Background: an optimization exercise with open tools, aiming at small area and a short achievable clock period. Do not read the settings as production practice.
No run shown here included a check of the RTL's function; only the layout flow was run.

## flow/design.v (module list and top-level ports; edited modules follow where they fit)
// module FA: 9 lines
// module HA: 8 lines
// module RADD: 6 lines
// module YADD: 8 lines
// module YSEL: 48 lines
// module XOR2M: 6 lines
// module INV: 5 lines
// module G_INV: 5 lines
// module G_XOR2: 6 lines
// module G_XNOR2: 6 lines
// module G_NAND2: 6 lines
// module G_NOR2: 6 lines
// module G_AOI21: 7 lines
// module G_OAI21: 7 lines
// module G_MUX2: 7 lines
// module G_MUX4: 10 lines
// module QCAND: 11 lines
// module FIR_transposed: 5254 lines
module FIR_transposed(clk, reset, noisy_signal, filtered_real);
  // ...
==> flow/run.sh <==
#!/bin/bash
# synth_recipe.tcl (not shown) runs the flow's synth.tcl, then flattens the netlist and writes it again
# the make line also repeats each setting of config.mk as NAME=value (left out here)
make -C /OpenROAD-flow-scripts/flow DESIGN_CONFIG=/design/flow/config.mk WORK_HOME=/design/flow/orfs CLKGATE_MAP_FILE= SYNTH_SCRIPT=/design/flow/synth_recipe.tcl finish
==> flow/config.mk <==
export PLATFORM = sky130hd
export DESIGN_NAME = FIR_transposed
export DESIGN_NICKNAME = FIR_transposed
export VERILOG_FILES = /design/flow/design.v
export SDC_FILE = /design/flow/constraint.sdc
export NUM_CORES = 8
export LEC_CHECK = 0
export ABC_CLOCK_PERIOD_IN_PS = 2000
export CAP_MARGIN = 20
export CORE_MARGIN = 2
export CORE_UTILIZATION = 40
export CTS_BUF_LIST = sky130_fd_sc_hd__clkbuf_4 sky130_fd_sc_hd__clkbuf_8
export CTS_CLUSTER_SIZE = 20
export SETUP_SLACK_MARGIN = 5
export SLEW_MARGIN = 20
export SYNTH_HIERARCHICAL = 1
==> flow/constraint.sdc <==
create_clock -name core_clock -period 13.0 [get_ports {clk}]
set_input_delay 2.6000 -clock core_clock [delete_from_list [all_inputs] [get_ports {clk}]]
set_output_delay 2.6000 -clock core_clock [all_outputs]
set_load 0.01 [all_outputs]
==> summary.txt, run 1 <==
===============================================================================================
CP arrival .......................................................................      5310 ps
Clock input transition at the sequential cells of the worst setup and hold paths .        60 ps
Non-Clock Buffer Count ...........................................................          116
Max Root-Sink Buffers ............................................................            3
Count of input and output buffers ................................................           33
Cell Rows ........................................................................          155
Worst hold endpoint .............................................................. h8[15]$_DFF_P_
Largest area class, layout ....................................................... multi-input combinational cells
EDFF count, synth ................................................................            0
Maximum number of pins on one net before global-route repair .....................          119
Total vias in the final route ....................................................        39500
Path type of the worst min-delay path ............................................ register to register
Share of cells above drive strength 1 ............................................        10.0%
Dpl cells ........................................................................         7212
Number of cells on the worst reg-to-reg path .....................................           17
Status ...........................................................................  timing/DRC/antenna clean
Source-to-sink clock delay at the later pin of the worst-skew pair ...............       880 ps
Layout Nets ......................................................................         7344
Multi-input combinational area share .............................................        66.9%
Tightest hold margin .............................................................       346 ps
Global-route wire length before repair ...........................................       330 mm
Synth Area in Compound Gates .....................................................        1.20%
Count of cell instances traversed by the critical path ...........................           19
Highest attainable clock frequency ...............................................      126 MHz
Biggest area consumer among synthesized cells .................................... sky130_fd_sc_hd__fa_1
Synthesized flop and latch total .................................................          884
TritonCTS clock tree .............................................................        built
Area inside the core boundary .................................................... 178000 sq um
Register bank with the most flops ................................................           Sa
Crit path max-delay family .......................................................  adder cells
Tapcell count ....................................................................         2355
===============================================================================================
==> run 2: changes to the inputs <==
--- a/flow/design.v
+++ b/flow/design.v
@@ -212,18 +212,16 @@
   reg [15:0] h44;
   reg [15:0] h45;
   reg [15:0] h46;
   reg [15:0] h47;
   reg [15:0] h48;
   reg [15:0] h49;
   reg [31:0] T1a;
   reg [31:0] T1b;
-  reg [31:0] Sa;
-  reg [31:0] Sb;
   wire s0, c1;
   wire s2, c3;
   wire s4, c5;
   wire s6, c7;
   wire s8, c9;
   wire s10, c11;
   wire s12, c13;
   wire s14, c15;
@@ -4991,18 +4989,16 @@
   wire [15:0] h44_d = {~(h43[15] & reset), ~(h43[14] | rb), ~(h43[13] | rb), ~(h43[12] | rb), ~(h43[11] | rb), ~(h43[10] | rb), ~(h43[9] | rb), ~(h43[8] | rb), ~(h43[7] | rb), ~(h43[6] | rb), ~(h43[5] | rb), ~(h43[4] | rb), ~(h43[3] | rb), ~(h43[2] | rb), ~(h43[1] | rb), ~(h43[0] | rb)};
   wire [15:0] h45_d = {~(h44[15] | rb), ~(h44[14] & reset), ~(h44[13] & reset), ~(h44[12] & reset), ~(h44[11] & reset), ~(h44[10] & reset), ~(h44[9] & reset), ~(h44[8] & reset), ~(h44[7] & reset), ~(h44[6] & reset), ~(h44[5] & reset), ~(h44[4] & reset), ~(h44[3] & reset), ~(h44[2] & reset), ~(h44[1] & reset), ~(h44[0] & reset)};
   wire [15:0] h46_d = {~(h45[15] & reset), ~(h45[14] | rb), ~(h45[13] | rb), ~(h45[12] | rb), ~(h45[11] | rb), ~(h45[10] | rb), ~(h45[9] | rb), ~(h45[8] | rb), ~(h45[7] | rb), ~(h45[6] | rb), ~(h45[5] | rb), ~(h45[4] | rb), ~(h45[3] | rb), ~(h45[2] | rb), ~(h45[1] | rb), ~(h45[0] | rb)};
   wire [15:0] h47_d = {~(h46[15] | rb), ~(h46[14] & reset), ~(h46[13] & reset), ~(h46[12] & reset), ~(h46[11] & reset), ~(h46[10] & reset), ~(h46[9] & reset), ~(h46[8] & reset), ~(h46[7] & reset), ~(h46[6] & reset), ~(h46[5] & reset), ~(h46[4] & reset), ~(h46[3] & reset), ~(h46[2] & reset), ~(h46[1] & reset), ~(h46[0] & reset)};
   wire [15:0] h48_d = {~(h47[15] & reset), ~(h47[14] | rb), ~(h47[13] | rb), ~(h47[12] | rb), ~(h47[11] | rb), ~(h47[10] | rb), ~(h47[9] | rb), ~(h47[8] | rb), ~(h47[7] | rb), ~(h47[6] | rb), ~(h47[5] | rb), ~(h47[4] | rb), ~(h47[3] | rb), ~(h47[2] | rb), ~(h47[1] | rb), ~(h47[0] | rb)};
   wire [15:0] h49_d = {~(h48[15] | rb), ~(h48[14] & reset), ~(h48[13] & reset), ~(h48[12] & reset), ~(h48[11] & reset), ~(h48[10] & reset), ~(h48[9] & reset), ~(h48[8] & reset), ~(h48[7] & reset), ~(h48[6] & reset), ~(h48[5] & reset), ~(h48[4] & reset), ~(h48[3] & reset), ~(h48[2] & reset), ~(h48[1] & reset), ~(h48[0] & reset)};
   wire [31:0] T1a_d = {1'b0, 1'b0, ~(c2496 | rb), ~(s2497 | rb), ~(s2493 & reset), ~(s2482 | rb), ~(s2464 & reset), ~(s2439 | rb), ~(s2403 | rb), ~(s2359 & reset), ~(s2300 | rb), ~(s2237 & reset), ~(s2163 & reset), ~(s2081 & reset), ~(c1893 | rb), ~(c1788 | rb), ~(s1787 & reset), ~(s1680 & reset), ~(s1568 & reset), ~(s1458 & reset), ~(s1354 & reset), ~(s1259 & reset), ~(s1165 | rb), ~(s1079 & reset), ~(s1004 & reset), ~(c887 & reset), ~(s884 & reset), ~(s837 & reset), ~(s804 | rb), ~(s773 & reset), ~(s748 & reset), ~(s736 | rb)};
   wire [31:0] T1b_d = {1'b0, 1'b0, ~(c2498 & reset), 1'b0, ~(c2483 | rb), ~(c2465 & reset), 1'b0, ~(c2404 & reset), ~(c2360 & reset), 1'b0, ~(c2238 & reset), 1'b0, ~(c2082 & reset), 1'b0, ~(s1990 & reset), ~(s1892 & reset), ~(c1681 & reset), ~(c1569 & reset), 1'b0, 1'b0, ~(c1260 & reset), 1'b0, 1'b0, ~(c1007 | rb), ~(s1006 | rb), ~(s942 | rb), ~(s886 & reset), ~(s839 & reset), 1'b0, 1'b0, ~(s751 & reset), ~(s738 & reset)};
-  wire [31:0] Sa_d = {1'b0, ~(c4559 | rb), ~(s4558 & reset), ~(s4556 & reset), ~(s4551 | rb), ~(s4539 | rb), ~(s4523 | rb), ~(s4500 | rb), ~(s4467 & reset), ~(c4381 | rb), ~(s4380 | rb), ~(c4243 | rb), ~(s4242 & reset), ~(s4159 & reset), ~(s4064 | rb), ~(c3833 | rb), ~(c3715 & reset), ~(c3592 & reset), ~(c3465 & reset), ~(s3464 & reset), ~(s3340 | rb), ~(s3227 & reset), ~(s3115 | rb), ~(c2908 & reset), ~(s2907 & reset), ~(s2821 | rb), ~(c2668 | rb), ~(s2667 | rb), ~(s2610 | rb), ~(s2569 | rb), ~(c2511 | rb), ~(s2510 | rb)};
-  wire [31:0] Sb_d = {1'b0, 1'b0, ~(c4557 & reset), ~(c4552 & reset), ~(c4540 & reset), ~(c4524 & reset), ~(c4501 & reset), ~(c4468 & reset), 1'b0, ~(s4427 & reset), ~(c4317 & reset), ~(s4316 & reset), ~(c4160 & reset), ~(c4065 & reset), 1'b0, ~(s3950 & reset), ~(s3832 | rb), ~(s3714 & reset), ~(s3591 & reset), ~(c3341 & reset), ~(c3228 & reset), 1'b0, 1'b0, ~(s3007 & reset), 1'b0, 1'b0, ~(s2740 & reset), 1'b0, 1'b0, 1'b0, ~(s2534 & reset), 1'b0};
   always @(posedge clk) begin
     h1 <= h1_d;
     h2 <= h2_d;
     h3 <= h3_d;
     h4 <= h4_d;
     h5 <= h5_d;
     h6 <= h6_d;
     h7 <= h7_d;
@@ -5045,23 +5041,25 @@
     h44 <= h44_d;
     h45 <= h45_d;
     h46 <= h46_d;
     h47 <= h47_d;
     h48 <= h48_d;
     h49 <= h49_d;
     T1a <= T1a_d;
     T1b <= T1b_d;
-    Sa <= Sa_d;
-    Sb <= Sb_d;
   end
-  wire [31:0] sa = {1'b0, ~Sa[30], ~Sa[29], ~Sa[28], Sa[27], Sa[26], Sa[25], Sa[24], Sa[23], Sa[22], Sa[21], Sa[20], Sa[19], ~Sa[18], ~Sa[17], ~Sa[16], Sa[15], Sa[14], Sa[13], Sa[12], ~Sa[11], ~Sa[10], ~Sa[9], Sa[8], Sa[7], Sa[6], Sa[5], Sa[4], Sa[3], Sa[2], Sa[1], Sa[0]};
-  wire [31:0] sb = {1'b0, 1'b0, ~Sb[29], Sb[28], Sb[27], Sb[26], Sb[25], Sb[24], 1'b0, Sb[22], Sb[21], Sb[20], ~Sb[19], ~Sb[18], 1'b0, ~Sb[16], ~Sb[15], Sb[14], Sb[13], ~Sb[12], ~Sb[11], 1'b0, 1'b0, ~Sb[8], 1'b0, 1'b0, Sb[5], 1'b0, 1'b0, 1'b0, Sb[1], 1'b0};
+  wire [31:0] sa = {1'b0, c4559, s4558, s4556, ~s4551, ~s4539, ~s4523, ~s4500, ~s4467, ~c4381, ~s4380, ~c4243, ~s4242, s4159, s4064, c3833, ~c3715, ~c3592, ~c3465, ~s3464, s3340, s3227, s3115, ~c2908, ~s2907, ~s2821, ~c2668, ~s2667, ~s2610, ~s2569, ~c2511, ~s2510};
+  wire [31:0] sb = {1'b0, 1'b0, c4557, ~c4552, ~c4540, ~c4524, ~c4501, ~c4468, 1'b0, ~s4427, ~c4317, ~s4316, c4160, c4065, 1'b0, s3950, s3832, ~s3714, ~s3591, c3341, c3228, 1'b0, 1'b0, s3007, 1'b0, 1'b0, ~s2740, 1'b0, 1'b0, 1'b0, ~s2534, 1'b0};
   wire [31:0] r;
-  RADD u_radd (.a(sa), .b(sb), .r(r));
+  wire [31:0] r_d;
+  RADD u_radd (.a(sa), .b(sb), .r(r_d));
+  reg [31:0] R;
+  always @(posedge clk) R <= reset ? r_d : 32'd3;
+  assign r = R;
   wire [15:0] y;
   wire yq1;
   G_XNOR2 u_yq1 (.a(r[0]), .b(x[0]), .y(yq1));
   wire yq2;
   G_INV u_yq2 (.a(r[0]), .y(yq2));
   wire yq3;
   G_NOR2 u_yq3 (.a(x[0]), .b(yq2), .y(yq3));
   wire yq4;
@@ -5327,89 +5325,185 @@
   wire yq134;
   G_AOI21 u_yq134 (.a1(yq133), .a2(yq131), .b1(yq132), .y(yq134));
   wire [15:0] rh = r[31:16];
   wire [15:0] qp1, qp2, qm1, qm2;
   QCAND u_qc (.rh(rh), .qp1(qp1), .qp2(qp2), .qm1(qm1), .qm2(qm2));
   wire yq135;
   G_INV u_yq135 (.a(x[15]), .y(yq135));
   wire yq136;
-  G_MUX4 u_yq136 (.a0(rh[0]), .a1(qp1[0]), .a2(qm2[0]), .a3(qm1[0]), .s0(yq78), .s1(yq135), .y(yq136));
+  G_MUX2 u_yq136 (.a0(rh[0]), .a1(qm2[0]), .s(yq135), .y(yq136));
   wire yq137;
-  G_MUX4 u_yq137 (.a0(qp1[0]), .a1(qp2[0]), .a2(qm1[0]), .a3(rh[0]), .s0(yq78), .s1(yq135), .y(yq137));
-  G_MUX2 u_yo0 (.a0(yq137), .a1(yq136), .s(yq134), .y(y[0]));
+  G_MUX2 u_yq137 (.a0(qp1[0]), .a1(qm1[0]), .s(yq135), .y(yq137));
   wire yq138;
-  G_MUX4 u_yq138 (.a0(rh[1]), .a1(qp1[1]), .a2(qm2[1]), .a3(qm1[1]), .s0(yq78), .s1(yq135), .y(yq138));
+  G_MUX2 u_yq138 (.a0(qp2[0]), .a1(rh[0]), .s(yq135), .y(yq138));
   wire yq139;
-  G_MUX4 u_yq139 (.a0(qp1[1]), .a1(qp2[1]), .a2(qm1[1]), .a3(rh[1]), .s0(yq78), .s1(yq135), .y(yq139));
-  G_MUX2 u_yo1 (.a0(yq139), .a1(yq138), .s(yq134), .y(y[1]));
+  G_MUX2 u_yq139 (.a0(yq136), .a1(yq137), .s(yq78), .y(yq139));
   wire yq140;
-  G_MUX4 u_yq140 (.a0(rh[2]), .a1(qp1[2]), .a2(qm2[2]), .a3(qm1[2]), .s0(yq78), .s1(yq135), .y(yq140));
+  G_MUX2 u_yq140 (.a0(yq137), .a1(yq138), .s(yq78), .y(yq140));
+  G_MUX2 u_yo0 (.a0(yq140), .a1(yq139), .s(yq134), .y(y[0]));
   wire yq141;
-  G_MUX4 u_yq141 (.a0(qp1[2]), .a1(qp2[2]), .a2(qm1[2]), .a3(rh[2]), .s0(yq78), .s1(yq135), .y(yq141));
-  G_MUX2 u_yo2 (.a0(yq141), .a1(yq140), .s(yq134), .y(y[2]));
+  G_MUX2 u_yq141 (.a0(rh[1]), .a1(qm2[1]), .s(yq135), .y(yq141));
   wire yq142;
-  G_MUX4 u_yq142 (.a0(rh[3]), .a1(qp1[3]), .a2(qm2[3]), .a3(qm1[3]), .s0(yq78), .s1(yq135), .y(yq142));
+  G_MUX2 u_yq142 (.a0(qp1[1]), .a1(qm1[1]), .s(yq135), .y(yq142));
   wire yq143;
-  G_MUX4 u_yq143 (.a0(qp1[3]), .a1(qp2[3]), .a2(qm1[3]), .a3(rh[3]), .s0(yq78), .s1(yq135), .y(yq143));
-  G_MUX2 u_yo3 (.a0(yq143), .a1(yq142), .s(yq134), .y(y[3]));
+  G_MUX2 u_yq143 (.a0(qp2[1]), .a1(rh[1]), .s(yq135), .y(yq143));
   wire yq144;
-  G_MUX4 u_yq144 (.a0(rh[4]), .a1(qp1[4]), .a2(qm2[4]), .a3(qm1[4]), .s0(yq78), .s1(yq135), .y(yq144));
+  G_MUX2 u_yq144 (.a0(yq141), .a1(yq142), .s(yq78), .y(yq144));
   wire yq145;
-  G_MUX4 u_yq145 (.a0(qp1[4]), .a1(qp2[4]), .a2(qm1[4]), .a3(rh[4]), .s0(yq78), .s1(yq135), .y(yq145));
-  G_MUX2 u_yo4 (.a0(yq145), .a1(yq144), .s(yq134), .y(y[4]));
+  G_MUX2 u_yq145 (.a0(yq142), .a1(yq143), .s(yq78), .y(yq145));
+  G_MUX2 u_yo1 (.a0(yq145), .a1(yq144), .s(yq134), .y(y[1]));
   wire yq146;
-  G_MUX4 u_yq146 (.a0(rh[5]), .a1(qp1[5]), .a2(qm2[5]), .a3(qm1[5]), .s0(yq78), .s1(yq135), .y(yq146));
+  G_MUX2 u_yq146 (.a0(rh[2]), .a1(qm2[2]), .s(yq135), .y(yq146));
   wire yq147;
-  G_MUX4 u_yq147 (.a0(qp1[5]), .a1(qp2[5]), .a2(qm1[5]), .a3(rh[5]), .s0(yq78), .s1(yq135), .y(yq147));
-  G_MUX2 u_yo5 (.a0(yq147), .a1(yq146), .s(yq134), .y(y[5]));
+  G_MUX2 u_yq147 (.a0(qp1[2]), .a1(qm1[2]), .s(yq135), .y(yq147));
   wire yq148;
-  G_MUX4 u_yq148 (.a0(rh[6]), .a1(qp1[6]), .a2(qm2[6]), .a3(qm1[6]), .s0(yq78), .s1(yq135), .y(yq148));
+  G_MUX2 u_yq148 (.a0(qp2[2]), .a1(rh[2]), .s(yq135), .y(yq148));
   wire yq149;
-  G_MUX4 u_yq149 (.a0(qp1[6]), .a1(qp2[6]), .a2(qm1[6]), .a3(rh[6]), .s0(yq78), .s1(yq135), .y(yq149));
-  G_MUX2 u_yo6 (.a0(yq149), .a1(yq148), .s(yq134), .y(y[6]));
+  G_MUX2 u_yq149 (.a0(yq146), .a1(yq147), .s(yq78), .y(yq149));
   wire yq150;
-  G_MUX4 u_yq150 (.a0(rh[7]), .a1(qp1[7]), .a2(qm2[7]), .a3(qm1[7]), .s0(yq78), .s1(yq135), .y(yq150));
+  G_MUX2 u_yq150 (.a0(yq147), .a1(yq148), .s(yq78), .y(yq150));
+  G_MUX2 u_yo2 (.a0(yq150), .a1(yq149), .s(yq134), .y(y[2]));
   wire yq151;
-  G_MUX4 u_yq151 (.a0(qp1[7]), .a1(qp2[7]), .a2(qm1[7]), .a3(rh[7]), .s0(yq78), .s1(yq135), .y(yq151));
-  G_MUX2 u_yo7 (.a0(yq151), .a1(yq150), .s(yq134), .y(y[7]));
+  G_MUX2 u_yq151 (.a0(rh[3]), .a1(qm2[3]), .s(yq135), .y(yq151));
   wire yq152;
-  G_MUX4 u_yq152 (.a0(rh[8]), .a1(qp1[8]), .a2(qm2[8]), .a3(qm1[8]), .s0(yq78), .s1(yq135), .y(yq152));
+  G_MUX2 u_yq152 (.a0(qp1[3]), .a1(qm1[3]), .s(yq135), .y(yq152));
   wire yq153;
-  G_MUX4 u_yq153 (.a0(qp1[8]), .a1(qp2[8]), .a2(qm1[8]), .a3(rh[8]), .s0(yq78), .s1(yq135), .y(yq153));
-  G_MUX2 u_yo8 (.a0(yq153), .a1(yq152), .s(yq134), .y(y[8]));
+  G_MUX2 u_yq153 (.a0(qp2[3]), .a1(rh[3]), .s(yq135), .y(yq153));
   wire yq154;
-  G_MUX4 u_yq154 (.a0(rh[9]), .a1(qp1[9]), .a2(qm2[9]), .a3(qm1[9]), .s0(yq78), .s1(yq135), .y(yq154));
+  G_MUX2 u_yq154 (.a0(yq151), .a1(yq152), .s(yq78), .y(yq154));
   wire yq155;
-  G_MUX4 u_yq155 (.a0(qp1[9]), .a1(qp2[9]), .a2(qm1[9]), .a3(rh[9]), .s0(yq78), .s1(yq135), .y(yq155));
-  G_MUX2 u_yo9 (.a0(yq155), .a1(yq154), .s(yq134), .y(y[9]));
+  G_MUX2 u_yq155 (.a0(yq152), .a1(yq153), .s(yq78), .y(yq155));
+  G_MUX2 u_yo3 (.a0(yq155), .a1(yq154), .s(yq134), .y(y[3]));
   wire yq156;
-  G_MUX4 u_yq156 (.a0(rh[10]), .a1(qp1[10]), .a2(qm2[10]), .a3(qm1[10]), .s0(yq78), .s1(yq135), .y(yq156));
+  G_MUX2 u_yq156 (.a0(rh[4]), .a1(qm2[4]), .s(yq135), .y(yq156));
   wire yq157;
-  G_MUX4 u_yq157 (.a0(qp1[10]), .a1(qp2[10]), .a2(qm1[10]), .a3(rh[10]), .s0(yq78), .s1(yq135), .y(yq157));
-  G_MUX2 u_yo10 (.a0(yq157), .a1(yq156), .s(yq134), .y(y[10]));
+  G_MUX2 u_yq157 (.a0(qp1[4]), .a1(qm1[4]), .s(yq135), .y(yq157));
   wire yq158;
-  G_MUX4 u_yq158 (.a0(rh[11]), .a1(qp1[11]), .a2(qm2[11]), .a3(qm1[11]), .s0(yq78), .s1(yq135), .y(yq158));
+  G_MUX2 u_yq158 (.a0(qp2[4]), .a1(rh[4]), .s(yq135), .y(yq158));
   wire yq159;
-  G_MUX4 u_yq159 (.a0(qp1[11]), .a1(qp2[11]), .a2(qm1[11]), .a3(rh[11]), .s0(yq78), .s1(yq135), .y(yq159));
-  G_MUX2 u_yo11 (.a0(yq159), .a1(yq158), .s(yq134), .y(y[11]));
+  G_MUX2 u_yq159 (.a0(yq156), .a1(yq157), .s(yq78), .y(yq159));
   wire yq160;
-  G_MUX4 u_yq160 (.a0(rh[12]), .a1(qp1[12]), .a2(qm2[12]), .a3(qm1[12]), .s0(yq78), .s1(yq135), .y(yq160));
+  G_MUX2 u_yq160 (.a0(yq157), .a1(yq158), .s(yq78), .y(yq160));
+  G_MUX2 u_yo4 (.a0(yq160), .a1(yq159), .s(yq134), .y(y[4]));
   wire yq161;
-  G_MUX4 u_yq161 (.a0(qp1[12]), .a1(qp2[12]), .a2(qm1[12]), .a3(rh[12]), .s0(yq78), .s1(yq135), .y(yq161));
-  G_MUX2 u_yo12 (.a0(yq161), .a1(yq160), .s(yq134), .y(y[12]));
+  G_MUX2 u_yq161 (.a0(rh[5]), .a1(qm2[5]), .s(yq135), .y(yq161));
   wire yq162;
-  G_MUX4 u_yq162 (.a0(rh[13]), .a1(qp1[13]), .a2(qm2[13]), .a3(qm1[13]), .s0(yq78), .s1(yq135), .y(yq162));
+  G_MUX2 u_yq162 (.a0(qp1[5]), .a1(qm1[5]), .s(yq135), .y(yq162));
   wire yq163;
-  G_MUX4 u_yq163 (.a0(qp1[13]), .a1(qp2[13]), .a2(qm1[13]), .a3(rh[13]), .s0(yq78), .s1(yq135), .y(yq163));
-  G_MUX2 u_yo13 (.a0(yq163), .a1(yq162), .s(yq134), .y(y[13]));
+  G_MUX2 u_yq163 (.a0(qp2[5]), .a1(rh[5]), .s(yq135), .y(yq163));
   wire yq164;
-  G_MUX4 u_yq164 (.a0(rh[14]), .a1(qp1[14]), .a2(qm2[14]), .a3(qm1[14]), .s0(yq78), .s1(yq135), .y(yq164));
+  G_MUX2 u_yq164 (.a0(yq161), .a1(yq162), .s(yq78), .y(yq164));
   wire yq165;
-  G_MUX4 u_yq165 (.a0(qp1[14]), .a1(qp2[14]), .a2(qm1[14]), .a3(rh[14]), .s0(yq78), .s1(yq135), .y(yq165));
-  G_MUX2 u_yo14 (.a0(yq165), .a1(yq164), .s(yq134), .y(y[14]));
+  G_MUX2 u_yq165 (.a0(yq162), .a1(yq163), .s(yq78), .y(yq165));
+  G_MUX2 u_yo5 (.a0(yq165), .a1(yq164), .s(yq134), .y(y[5]));
   wire yq166;
-  G_MUX4 u_yq166 (.a0(rh[15]), .a1(qp1[15]), .a2(qm2[15]), .a3(qm1[15]), .s0(yq78), .s1(yq135), .y(yq166));
+  G_MUX2 u_yq166 (.a0(rh[6]), .a1(qm2[6]), .s(yq135), .y(yq166));
   wire yq167;
-  G_MUX4 u_yq167 (.a0(qp1[15]), .a1(qp2[15]), .a2(qm1[15]), .a3(rh[15]), .s0(yq78), .s1(yq135), .y(yq167));
-  G_MUX2 u_yo15 (.a0(yq167), .a1(yq166), .s(yq134), .y(y[15]));
+  G_MUX2 u_yq167 (.a0(qp1[6]), .a1(qm1[6]), .s(yq135), .y(yq167));
+  wire yq168;
+  G_MUX2 u_yq168 (.a0(qp2[6]), .a1(rh[6]), .s(yq135), .y(yq168));
+  wire yq169;
+  G_MUX2 u_yq169 (.a0(yq166), .a1(yq167), .s(yq78), .y(yq169));
+  wire yq170;
+  G_MUX2 u_yq170 (.a0(yq167), .a1(yq168), .s(yq78), .y(yq170));
+  G_MUX2 u_yo6 (.a0(yq170), .a1(yq169), .s(yq134), .y(y[6]));
+  wire yq171;
+  G_MUX2 u_yq171 (.a0(rh[7]), .a1(qm2[7]), .s(yq135), .y(yq171));
+  wire yq172;
+  G_MUX2 u_yq172 (.a0(qp1[7]), .a1(qm1[7]), .s(yq135), .y(yq172));
+  wire yq173;
+  G_MUX2 u_yq173 (.a0(qp2[7]), .a1(rh[7]), .s(yq135), .y(yq173));
+  wire yq174;
+  G_MUX2 u_yq174 (.a0(yq171), .a1(yq172), .s(yq78), .y(yq174));
+  wire yq175;
+  G_MUX2 u_yq175 (.a0(yq172), .a1(yq173), .s(yq78), .y(yq175));
+  G_MUX2 u_yo7 (.a0(yq175), .a1(yq174), .s(yq134), .y(y[7]));
+  wire yq176;
+  G_MUX2 u_yq176 (.a0(rh[8]), .a1(qm2[8]), .s(yq135), .y(yq176));
+  wire yq177;
+  G_MUX2 u_yq177 (.a0(qp1[8]), .a1(qm1[8]), .s(yq135), .y(yq177));
+  wire yq178;
+  G_MUX2 u_yq178 (.a0(qp2[8]), .a1(rh[8]), .s(yq135), .y(yq178));
+  wire yq179;
+  G_MUX2 u_yq179 (.a0(yq176), .a1(yq177), .s(yq78), .y(yq179));
+  wire yq180;
+  G_MUX2 u_yq180 (.a0(yq177), .a1(yq178), .s(yq78), .y(yq180));
+  G_MUX2 u_yo8 (.a0(yq180), .a1(yq179), .s(yq134), .y(y[8]));
+  wire yq181;
+  G_MUX2 u_yq181 (.a0(rh[9]), .a1(qm2[9]), .s(yq135), .y(yq181));
+  wire yq182;
+  G_MUX2 u_yq182 (.a0(qp1[9]), .a1(qm1[9]), .s(yq135), .y(yq182));
+  wire yq183;
+  G_MUX2 u_yq183 (.a0(qp2[9]), .a1(rh[9]), .s(yq135), .y(yq183));
+  wire yq184;
+  G_MUX2 u_yq184 (.a0(yq181), .a1(yq182), .s(yq78), .y(yq184));
+  wire yq185;
+  G_MUX2 u_yq185 (.a0(yq182), .a1(yq183), .s(yq78), .y(yq185));
+  G_MUX2 u_yo9 (.a0(yq185), .a1(yq184), .s(yq134), .y(y[9]));
+  wire yq186;
+  G_MUX2 u_yq186 (.a0(rh[10]), .a1(qm2[10]), .s(yq135), .y(yq186));
+  wire yq187;
+  G_MUX2 u_yq187 (.a0(qp1[10]), .a1(qm1[10]), .s(yq135), .y(yq187));
+  wire yq188;
+  G_MUX2 u_yq188 (.a0(qp2[10]), .a1(rh[10]), .s(yq135), .y(yq188));
+  wire yq189;
+  G_MUX2 u_yq189 (.a0(yq186), .a1(yq187), .s(yq78), .y(yq189));
+  wire yq190;
+  G_MUX2 u_yq190 (.a0(yq187), .a1(yq188), .s(yq78), .y(yq190));
+  G_MUX2 u_yo10 (.a0(yq190), .a1(yq189), .s(yq134), .y(y[10]));
+  wire yq191;
+  G_MUX2 u_yq191 (.a0(rh[11]), .a1(qm2[11]), .s(yq135), .y(yq191));
+  wire yq192;
+  G_MUX2 u_yq192 (.a0(qp1[11]), .a1(qm1[11]), .s(yq135), .y(yq192));
+  wire yq193;
+  G_MUX2 u_yq193 (.a0(qp2[11]), .a1(rh[11]), .s(yq135), .y(yq193));
+  wire yq194;
+  G_MUX2 u_yq194 (.a0(yq191), .a1(yq192), .s(yq78), .y(yq194));
+  wire yq195;
+  G_MUX2 u_yq195 (.a0(yq192), .a1(yq193), .s(yq78), .y(yq195));
+  G_MUX2 u_yo11 (.a0(yq195), .a1(yq194), .s(yq134), .y(y[11]));
+  wire yq196;
+  G_MUX2 u_yq196 (.a0(rh[12]), .a1(qm2[12]), .s(yq135), .y(yq196));
+  wire yq197;
+  G_MUX2 u_yq197 (.a0(qp1[12]), .a1(qm1[12]), .s(yq135), .y(yq197));
+  wire yq198;
+  G_MUX2 u_yq198 (.a0(qp2[12]), .a1(rh[12]), .s(yq135), .y(yq198));
+  wire yq199;
+  G_MUX2 u_yq199 (.a0(yq196), .a1(yq197), .s(yq78), .y(yq199));
+  wire yq200;
+  G_MUX2 u_yq200 (.a0(yq197), .a1(yq198), .s(yq78), .y(yq200));
+  G_MUX2 u_yo12 (.a0(yq200), .a1(yq199), .s(yq134), .y(y[12]));
+  wire yq201;
+  G_MUX2 u_yq201 (.a0(rh[13]), .a1(qm2[13]), .s(yq135), .y(yq201));
+  wire yq202;
+  G_MUX2 u_yq202 (.a0(qp1[13]), .a1(qm1[13]), .s(yq135), .y(yq202));
+  wire yq203;
+  G_MUX2 u_yq203 (.a0(qp2[13]), .a1(rh[13]), .s(yq135), .y(yq203));
+  wire yq204;
+  G_MUX2 u_yq204 (.a0(yq201), .a1(yq202), .s(yq78), .y(yq204));
+  wire yq205;
+  G_MUX2 u_yq205 (.a0(yq202), .a1(yq203), .s(yq78), .y(yq205));
+  G_MUX2 u_yo13 (.a0(yq205), .a1(yq204), .s(yq134), .y(y[13]));
+  wire yq206;
+  G_MUX2 u_yq206 (.a0(rh[14]), .a1(qm2[14]), .s(yq135), .y(yq206));
+  wire yq207;
+  G_MUX2 u_yq207 (.a0(qp1[14]), .a1(qm1[14]), .s(yq135), .y(yq207));
+  wire yq208;
+  G_MUX2 u_yq208 (.a0(qp2[14]), .a1(rh[14]), .s(yq135), .y(yq208));
+  wire yq209;
+  G_MUX2 u_yq209 (.a0(yq206), .a1(yq207), .s(yq78), .y(yq209));
+  wire yq210;
+  G_MUX2 u_yq210 (.a0(yq207), .a1(yq208), .s(yq78), .y(yq210));
+  G_MUX2 u_yo14 (.a0(yq210), .a1(yq209), .s(yq134), .y(y[14]));
+  wire yq211;
+  G_MUX2 u_yq211 (.a0(rh[15]), .a1(qm2[15]), .s(yq135), .y(yq211));
+  wire yq212;
+  G_MUX2 u_yq212 (.a0(qp1[15]), .a1(qm1[15]), .s(yq135), .y(yq212));
+  wire yq213;
+  G_MUX2 u_yq213 (.a0(qp2[15]), .a1(rh[15]), .s(yq135), .y(yq213));
+  wire yq214;
+  G_MUX2 u_yq214 (.a0(yq211), .a1(yq212), .s(yq78), .y(yq214));
+  wire yq215;
+  G_MUX2 u_yq215 (.a0(yq212), .a1(yq213), .s(yq78), .y(yq215));
+  G_MUX2 u_yo15 (.a0(yq215), .a1(yq214), .s(yq134), .y(y[15]));
   assign filtered_real = y;
 endmodule
==> flow/config.mk (replaced) <==
export PLATFORM = sky130hd
export DESIGN_NAME = FIR_transposed
export DESIGN_NICKNAME = FIR_transposed
export VERILOG_FILES = /design/flow/design.v
export SDC_FILE = /design/flow/constraint.sdc
export NUM_CORES = 8
export LEC_CHECK = 0
export ABC_CLOCK_PERIOD_IN_PS = 2000
export CAP_MARGIN = 20
export CORE_MARGIN = 2
export CORE_UTILIZATION = 40
export SETUP_SLACK_MARGIN = 5
export SLEW_MARGIN = 20
export SYNTH_HIERARCHICAL = 1
==> run 2 against run 1 <==
  * Still clean on timing, DRC and antenna
  * Worst setup slack got worse by 670 ps
  * Wire length up 0.11%
  * Synthesized cell count is 0.49% higher
  * Non-clock buffer count increased by 60
  * Fmax shrank 7.8%
  * Count of clock-buffer cells in the layout decreased by 93
  * Sequential share of layout area is 0.84 points lower
  * Cell count decreased by 0.41%
  * Via count fell by 0.47%
  * Utilization grew 1.3 points
  * Largest cell class unchanged
==> summary.txt, run 2 <==
===============================================================================================
Status ...........................................................................  timing/DRC/antenna clean
Via count of the first global-routing pass .......................................        44700
Leading cell type by number of instances after synthesis ......................... sky130_fd_sc_hd__fa_1
EDFF count, synth ................................................................            0   unchanged
Post-place instance area .........................................................  74300 sq um
Type of origin of the critical path ..............................................     register
DIE WIDTH ........................................................................       426 um
Critical path start-end classification ........................................... register to register
Cell Rows ........................................................................          154   -0.65%
Largest cells by area after synthesis ............................................ sky130_fd_sc_hd__fa_1 59%, sky130_fd_sc_hd__dfxtp_1 24%, sky130_fd_sc_hd__ha_1 2.7%
Avg Inst Size Synth ..............................................................   14.4 sq um
CP arrival .......................................................................      9230 ps   +3920 ps
TritonCTS clock tree .............................................................        built
Initial antenna violation count ..................................................            5
Total vias in the final route ....................................................        39300   -0.47%
Die H ............................................................................       426 um
Source-to-sink clock delay at the later pin of the worst-skew pair ...............       720 ps   -160 ps
Path type of the worst min-delay path ............................................ register to register
Ratio of final minimum period to clock period ....................................        66.0%
Sum of buffers and inverters on the critical path ................................            2
Critical Path Fanout Max .........................................................           13
Layout filler cell count .........................................................        15700
Max-cap violations ...............................................................            0
Total number of clock tree sinks .................................................          865
Crit path max-delay family .......................................................  adder cells
Hold buffer count at CTS .........................................................            0
Total gr overflow ................................................................            0
GR Layer Usage met1 ..............................................................        35.5%
Biggest area consumer among synthesized cells .................................... sky130_fd_sc_hd__fa_1
Routing usage on met3 ............................................................        5.53%
Delay of the slowest cell on the worst path ......................................       740 ps
Count of input and output buffers ................................................           33   unchanged
Post-synthesis instance total ....................................................         4943
Final-report setup violation count ...............................................            0
Most frequent cells in the layout ................................................ 1878 x sky130_fd_sc_hd__fa_1, 812 x sky130_fd_sc_hd__dfxtp_1, 493 x sky130_fd_sc_hd__nand2_1
Starting density of the core .....................................................        40.3%
Number of unique standard cell types used by synthesis ...........................           65
Count of final max-slew check failures ...........................................            0
Leading cell type in the layout, fill and taps excluded .......................... sky130_fd_sc_hd__fa_1
Slew headroom ....................................................................        24.1%
Flip-flop count of the largest register, all copies and words added ..............           32
GRT Max-Usage Layer ..............................................................         met2
Register bank with the most flops ................................................            R
Sequence of cells on the critical path ........................................... ha_4 > fa_2 > fa_1 > fa_1 > fa_1 > fa_1 > fa_1 > inv_1 > fa_1 > fa_1 > fa_1 > fa_1 > fa_1 > fa_1 > inv_1 > ha_1 > ha_4 > a211oi_2 > o21bai_2 > a211o_1 > a211oi_2 > o21ai_2 > o211ai_1 > and2_1
Crit path top cell by count ...................................................... sky130_fd_sc_hd__fa_1
Level count of the clock H-tree ..................................................            3
Kind of end point of the critical path ...........................................     register
Number of hold violations in the final report ....................................            0
Area added between synthesis and finish ..........................................        12.3%
Cts bufs inserted ................................................................           91
Async set-or-reset flop fraction in the synthesized netlist ......................           0%
Die footprint .................................................................... 181000 sq um
Post-detailed-route count of antenna-violating nets ..............................            0
Clock input transition at the sequential cells of the worst setup and hold paths .        60 ps   about the same
Slowest cell on the critical path ................................................ sky130_fd_sc_hd__fa_2
Count of routing violations after the opening detailed-route iteration ...........         3373
Main synth FF type ............................................................... sky130_fd_sc_hd__dfxtp_1
Layout Nets ......................................................................         7375   +0.42%
Share of cells above drive strength 1 ............................................        16.8%   +6.7 points
Highest attainable clock frequency ...............................................      117 MHz   -7.8%
Global-route track usage on met2 .................................................        40.4%
Sequential area share after synthesis ............................................        24.3%
Final weighted congestion of routability-driven global placement .................        0.973
Actual slew at the worst max-slew pin ............................................      1140 ps
Fraction of the core area covered by cells at the end of the flow ................        45.3%
Max Root-Sink Buffers ............................................................            3   unchanged
I/O pins .........................................................................           34
Final-layout setup total negative slack ..........................................         0 ps
Post-synthesis instance area .....................................................  71200 sq um
Synthesized flop and latch total .................................................          865   -2.1%
WL per Instance ..................................................................      30.4 um
Worst EP required ................................................................     13650 ps
Total global routing track utilization ...........................................        26.0%
Clock skew after layout ..........................................................       105 ps
Half-perimeter wire length of the detailed placement result ......................       193 mm
Root cell of the clock tree ...................................................... sky130_fd_sc_hd__clkbuf_16
Overall routed net length ........................................................       228 mm
Registers with the most flip-flops ............................................... R: 32 flops, T1a: 30 flops, T1b: 19 flops
Final Cell Area ..................................................................  79900 sq um
Global-route wire length before repair ...........................................       328 mm   -0.62%
Most used standard cells in the synthesized netlist .............................. 2113 x sky130_fd_sc_hd__fa_1, 865 x sky130_fd_sc_hd__dfxtp_1, 497 x sky130_fd_sc_hd__nand2_1, 453 x sky130_fd_sc_hd__nor2_1, 244 x sky130_fd_sc_hd__inv_1
Area inside the core boundary .................................................... 176000 sq um   -0.75%
Residual DRC .....................................................................            0
Unrepaired setup endpoints after global routing ..................................          yes
Minimum period implied by the final worst setup slack ............................      8580 ps
Synth top area share .............................................................        59.4%
First-pass detailed-route iteration total ........................................            5
Maximum number of pins on one net before global-route repair .....................          210   +76%
DR vias/cell .....................................................................         5.24
Yosys warning total ..............................................................            7
===============================================================================================
-- run 2: cell types whose count changed in the layout (fill, tap and decap cells not counted), moves of 72 or more --
cell	before	now
sky130_fd_sc_hd__dfxtp_1	884	812
sky130_fd_sc_hd__mux2_4	31	112
sky130_fd_sc_hd__fa_2	1	235
sky130_fd_sc_hd__fa_1	2112	1878
sky130_fd_sc_hd__clkbuf_8	179	16
sky130_fd_sc_hd__clkbuf_16	0	91
-- run 2: kinds of logic after synthesis --
group                    count (synthesis)  share of synthesized area (%)
other                                    1                        0.00527
adder cells (fa/ha/maj)               2265                           62.1
flip-flops                             865                           24.3
buffers and inverters                  377                           2.31
AND/OR/NAND/NOR                       1089                           6.29
AO/OA/AOI/OAI                          122                           1.20
multiplexers                           116                           2.42
XOR/XNOR                               108                           1.33
-- run 2: area by class of cell --
type / instances / area [sq um] / share of cell area, %
timing repair buffer: 176 / 1670 / 2.09
inverter: 245 / 932 / 1.17
multi-input combinational: 3713 / 53900 / 67.4
tap: 2340 / 2930 / 3.66
antenna: 1 / 2.50 / 0.00313
clock inverter: 37 / 515 / 0.645
clock buffer: 125 / 2560 / 3.21
sequential: 865 / 17400 / 21.8
-- run 2: path summary, 6_finish.rpt --
kind                         from                to  slack, ps  cells past startpoint
setup / recovery  h17[10]$_DFF_P_  R[31]$_SDFF_PN0_       4420                     24
hold / removal     h20[0]$_DFF_P_    h21[0]$_DFF_P_        330                      1
setup reg to reg  h17[10]$_DFF_P_  R[31]$_SDFF_PN0_       4420                     24
hold reg to reg    h20[0]$_DFF_P_    h21[0]$_DFF_P_        330                      1
-- run 2: worst reg2reg max path, delay by kind of cell (launching register included) --
kind,cells,cell delay (ps)
AND/OR/NAND/NOR,1,140
AO/OA/AOI/OAI,6,1170
buffers and inverters,2,140
flip-flops,1,400
adder cells (fa/ha/maj),15,6660
-- run 2: per-module statistics from Yosys (local to each module, per instance), a selection --
module / flops+latches / cells inside
G_NAND2: 0 / 1
RADD: 0 / 324
G_AOI21: 0 / 1
QCAND: 0 / 165
FA: 0 / 1
G_OAI21: 0 / 1
G_MUX2: 0 / 1
-- run 2: stage by stage --
stage               worst slack (ps)  cells  hold slack [ps]
floorplan                       4790   4955              351
global placement                3640   7212              353
detailed placement              3600   7212              355
CTS                             4420   7441              333
global route                    4240   7501              344
finish                          4420   7502              333
-- run 2: repair_timing --
| action | CTS | global route |
|---|---|---|
| endpoints found under the setup margin | 40 | 39 |
| gates resized for setup | 301 | 142 |
| buffers inserted | 67 | 60 |
| pin swaps | 96 | 97 |
-- run 2: metal layers --
metal | wire length [um] | vias up
met2 | 105000 | 1522
met4 | 12000 | 8
met1 | 93400 | 21800
met5 | 54 | -
met3 | 17300 | 445
li1 | - | 15500
==> run 3: changes to the inputs <==
==> flow/flow/run.sh (new file) <==
#!/bin/bash
# Standard layout with a larger setup-repair margin.
bash standard.sh SETUP_SLACK_MARGIN=7 finish > standard.log 2>&1
==> flow/standard.sh (new file) <==
#!/bin/bash
# synth_recipe.tcl (not shown) runs the flow's synth.tcl, then flattens the netlist and writes it again
# the make line also repeats each setting of config.mk as NAME=value (left out here)
make -C /OpenROAD-flow-scripts/flow DESIGN_CONFIG=/design/flow/config.mk WORK_HOME=/design/flow/orfs CLKGATE_MAP_FILE= SYNTH_SCRIPT=/design/flow/synth_recipe.tcl "${@:-finish}"
removed: flow/run.sh
==> run 3 against run 2 <==
  * Non-clock buffer count increased by 185
  * Area after synthesis unchanged
  * Flip-flop and latch count unchanged
  * Hold slack about the same
  * Design area increased by 4.7%
  * Worst setup slack got worse by 24 ps
  * Fmax decreased by 0.28%
  * Critical endpoint is now R[27]$_SDFF_PN0_
  * Largest cell class unchanged
==> summary.txt, run 3 <==
===============================================================================================
Detailed-routed wire length on met2 ..............................................       105 mm   +0.22%
Delay of the slowest cell on the worst path ......................................       770 ps   +30 ps
Number of cells on the worst reg-to-reg path .....................................           24   unchanged
Count of input and output buffers ................................................           33   unchanged
Synthesized flop and latch total .................................................          865   unchanged
Tightest hold margin .............................................................       333 ps   +0.0750 ps
Number of unique standard cell types used by synthesis ...........................           65   unchanged
Critical Path Fanout Max .........................................................            5   -8
Fraction of the core area covered by cells at the end of the flow ................        47.4%   +2.1 points
Status ...........................................................................  timing/DRC/antenna clean
Met3 routed wirelength ...........................................................      18.2 mm   +5.0%
Non-filler cells in the finished layout ..........................................         7689   +2.5%
Worst EP required ................................................................     13540 ps   -110 ps
Actual slew at the worst max-slew pin ............................................      1160 ps   +20.9 ps
Highest attainable clock frequency ...............................................      116 MHz   -0.28%
DR vias/cell .....................................................................         5.24   about the same
EDFF count, synth ................................................................            0   unchanged
First-pass detailed-route iteration total ........................................            5   unchanged
Synth top area share .............................................................        59.4%   unchanged
Die H ............................................................................       426 um   unchanged
Leading cell type by number of instances after synthesis ......................... sky130_fd_sc_hd__fa_1
Overall routed net length ........................................................       230 mm   +0.86%
Number of hold violations in the final report ....................................            0   unchanged
Biggest area consumer among synthesized cells .................................... sky130_fd_sc_hd__fa_1
Half-perimeter wire length of the detailed placement result ......................       192 mm   -0.70%
Post-synthesis instance area .....................................................  71200 sq um   unchanged
Layout Nets ......................................................................         7559   +2.5%
Sum of buffers and inverters on the critical path ................................            2   unchanged
Sequential area share after synthesis ............................................        24.3%   unchanged
Unrepaired setup endpoints after global routing ..................................          yes
Final-layout setup total negative slack ..........................................         0 ps   unchanged
Area added between synthesis and finish ..........................................        17.6%
Count of final max-slew check failures ...........................................            0   unchanged
Type of origin of the critical path ..............................................     register
Starting density of the core .....................................................        40.3%   unchanged
Avg Inst Size Synth ..............................................................   14.4 sq um   unchanged
Ratio of final minimum period to clock period ....................................        66.2%   +0.18 points
Pre-CTS WS .......................................................................      3580 ps   -25.0 ps
DIE WIDTH ........................................................................       426 um   unchanged
Largest cells by area after synthesis ............................................ sky130_fd_sc_hd__fa_1 59%, sky130_fd_sc_hd__dfxtp_1 24%, sky130_fd_sc_hd__ha_1 2.7%
Flip-flop count of the largest register, all copies and words added ..............           32   unchanged
Count of cell instances traversed by the critical path ...........................           24   unchanged
Die footprint .................................................................... 181000 sq um   unchanged
Max Used Layer ...................................................................         met5
Max Root-Sink Buffers ............................................................            3   unchanged
CP arrival .......................................................................      9150 ps   -80 ps
Registers with the most flip-flops ............................................... R: 32 flops, T1a: 30 flops, T1b: 19 flops
Hold buffer count at CTS .........................................................            0   unchanged
Critical path start-end classification ........................................... register to register
Register bank with the most flops ................................................            R
Clock skew after layout ..........................................................      71.4 ps   -33.5 ps
Final-report setup violation count ...............................................            0   unchanged
WL per Instance ..................................................................      29.9 um   -1.6%
Final Cell Area ..................................................................  83700 sq um   +4.7%
Leading cell type in the layout, fill and taps excluded .......................... sky130_fd_sc_hd__fa_1
Main synth FF type ............................................................... sky130_fd_sc_hd__dfxtp_1
Sequence of cells on the critical path ........................................... ha_2 > fa_2 > fa_1 > fa_1 > fa_1 > fa_2 > fa_2 > fa_1 > fa_2 > fa_2 > fa_2 > fa_1 > fa_1 > inv_1 > ha_1 > inv_2 > ha_4 > a21oi_4 > o21ai_2 > or3_4 > a211oi_4 > o21ai_1 > o211a_1 > and2_1
Path type of the worst min-delay path ............................................ register to register
Level count of the clock H-tree ..................................................            3   unchanged
Area inside the core boundary .................................................... 176000 sq um   unchanged
Slew headroom ....................................................................        22.7%   -1.4 points
Minimum period implied by the final worst setup slack ............................      8600 ps   +23.9 ps
Yosys warning total ..............................................................            7   unchanged
Maximum number of pins on one net before global-route repair .....................          209   -0.48%
Crit path max-delay family .......................................................  adder cells
Max-cap violations ...............................................................            0   unchanged
Kind of end point of the critical path ...........................................     register
Source-to-sink clock delay at the later pin of the worst-skew pair ...............       710 ps   about the same
Count of routing violations after the opening detailed-route iteration ...........         3623   +7.4%
Post-place instance area .........................................................  74900 sq um   +0.82%
Number of stages on the worst hold path ..........................................            1   unchanged
Most used standard cells in the synthesized netlist .............................. 2113 x sky130_fd_sc_hd__fa_1, 865 x sky130_fd_sc_hd__dfxtp_1, 497 x sky130_fd_sc_hd__nand2_1, 453 x sky130_fd_sc_hd__nor2_1, 244 x sky130_fd_sc_hd__inv_1
Post-synthesis instance total ....................................................         4943   unchanged
Total gr overflow ................................................................            0   unchanged
Clock input transition at the sequential cells of the worst setup and hold paths .        60 ps   about the same
Total number of clock tree sinks .................................................          865   unchanged
Cell Rows ........................................................................          154   unchanged
Global-route wire length before repair ...........................................       332 mm   +1.3%
Total global routing track utilization ...........................................        26.2%   +0.25 points
TritonCTS clock tree .............................................................        built
Dpl cells ........................................................................         7209   -0.042%
Post-detailed-route count of antenna-violating nets ..............................            0   unchanged
Worst Slack Setup Final ..........................................................      4400 ps   -23.9 ps
Total vias in the final route ....................................................        40300   +2.5%
Met1 routed wirelength after detailed routing ....................................      93.6 mm   +0.24%
Most frequent cells in the layout ................................................ 1556 x sky130_fd_sc_hd__fa_1, 778 x sky130_fd_sc_hd__dfxtp_1, 557 x sky130_fd_sc_hd__fa_2
Slowest cell on the critical path ................................................ sky130_fd_sc_hd__fa_2
Residual DRC .....................................................................            0   unchanged
Via count of the first global-routing pass .......................................        45900   +2.7%
Initial antenna violation count ..................................................            5   unchanged
Async set-or-reset flop fraction in the synthesized netlist ......................           0%   unchanged
Cts bufs inserted ................................................................           90   -1.1%
Final weighted congestion of routability-driven global placement .................        0.978   +0.45%
Share of cells above drive strength 1 ............................................        28.4%   +12 points
I/O pins .........................................................................           34   unchanged
Root cell of the clock tree ...................................................... sky130_fd_sc_hd__clkbuf_16
===============================================================================================
## run 3: cell counts after synthesis
Identical to the previous run, type by type.
## run 3: Yosys stat by module, one instance, submodules excluded
module	copies in the design	flops+latches	cell area, sq um
QCAND	1	0	1160
G_OAI21	9	0	5.00
RADD	1	0	2430
HA	86	0	12.5
G_INV	3	0	3.75
G_MUX2	111	0	15.0
INV	1	0	3.75
FA	2112	0	20.0
G_AOI21	5	0	8.76
G_NAND2	33	0	3.75
G_NOR2	38	0	3.75
FIR_transposed	1	865	21900
G_XOR2	30	0	8.76
## run 3: repair_timing
action	in CTS	in global routing
hold endpoints to repair	0	0
resized for setup	782	177
setup buffers	228	84
setup endpoints to repair	75	74
pin swaps	225	160
cloned	3	0
## run 3: worst reg2reg max path, cell delays in order, from the launching register on
cell and delay, ps:
sky130_fd_sc_hd__dfxtp_2 350, sky130_fd_sc_hd__ha_2 200, sky130_fd_sc_hd__fa_2 770, sky130_fd_sc_hd__fa_1 510, sky130_fd_sc_hd__fa_1 450, sky130_fd_sc_hd__fa_1 410, sky130_fd_sc_hd__fa_2 550, sky130_fd_sc_hd__fa_2 450
sky130_fd_sc_hd__fa_1 450, sky130_fd_sc_hd__fa_2 550, sky130_fd_sc_hd__fa_2 460, sky130_fd_sc_hd__fa_2 420, sky130_fd_sc_hd__fa_1 500, sky130_fd_sc_hd__fa_1 510, sky130_fd_sc_hd__inv_1 40, sky130_fd_sc_hd__ha_1 280
sky130_fd_sc_hd__inv_2 50, sky130_fd_sc_hd__ha_4 160, sky130_fd_sc_hd__a21oi_4 160, sky130_fd_sc_hd__o21ai_2 90, sky130_fd_sc_hd__or3_4 400, sky130_fd_sc_hd__a211oi_4 290, sky130_fd_sc_hd__o21ai_1 130, sky130_fd_sc_hd__o211a_1 140
sky130_fd_sc_hd__and2_1 130
## run 3: routing by layer
layer	GRT usage, %	vias to the layer above
li1	-	15800
met1	36.2	22400
met2	40.1	1603
met3	5.59	446
met4	11.7	8
met5	0	-
## run 3: path summary, 6_finish.rpt
check                                     from          endpoint  slack (ps)
worst min register to register  h7[11]$_DFF_P_    h8[11]$_DFF_P_         330
worst max-delay path            h17[5]$_DFF_P_  R[27]$_SDFF_PN0_        4400
worst min-delay path            h7[11]$_DFF_P_    h8[11]$_DFF_P_         330
worst max register to register  h17[5]$_DFF_P_  R[27]$_SDFF_PN0_        4400
## run 3: logic make-up (layout without fill, tap and decap cells)
group	after synthesis	in the layout	synth area share, %
adders and majority gates	2265	2265	62.1
and+or+nand+nor	1089	1089	6.29
DFF	865	865	24.3
buffers and inverters	377	769	2.31
AOI/OAI and AO/OA	122	122	1.20
muxes	116	116	2.42
xor gates and xnor gates	108	108	1.33
other	1	15	0.00527
## run 3: layout make-up
class / instances / area, sq um
Clock buffer: 125 / 2610
Fill cell: 15300 / 92800
Tap cell: 2340 / 2930
Antenna cell: 2 / 5.00
Multi-Input combinational cell: 3713 / 55300
Inverter: 245 / 938
Timing Repair Buffer: 361 / 3910
Clock inverter: 38 / 539
Sequential cell: 865 / 17500

-- what the ideal ports hide --
In the flow no input, the clock included, has a driving cell. The finished layouts below were timed again as built, in two steps. Step 1 assumes that a clkbuf_16 drives the clock port and a buf_2 every other input. Step 2 also shifts input and output timing later by t, the mid clock arrival at the registers, as if the neighbouring blocks saw the same clock. Three values: ideal ports, drivers, drivers and shift; two values: the first two.
run | t, ns | setup slack, ns | cell pins on the clock port's net
run 1 | 0.924 | 5.090 / 5.010 / 5.259 | 1
run 2 | 0.752 | 4.421 / 4.421 / 4.302 | 1
run 3 | 0.751 | 4.397 / 4.397 / 4.397 | 1
After both steps every run listed still meets setup and hold. For run 2, which loses most, drivers alone change the setup slack by 0.000 ns; drivers and shift together by -0.119 ns.
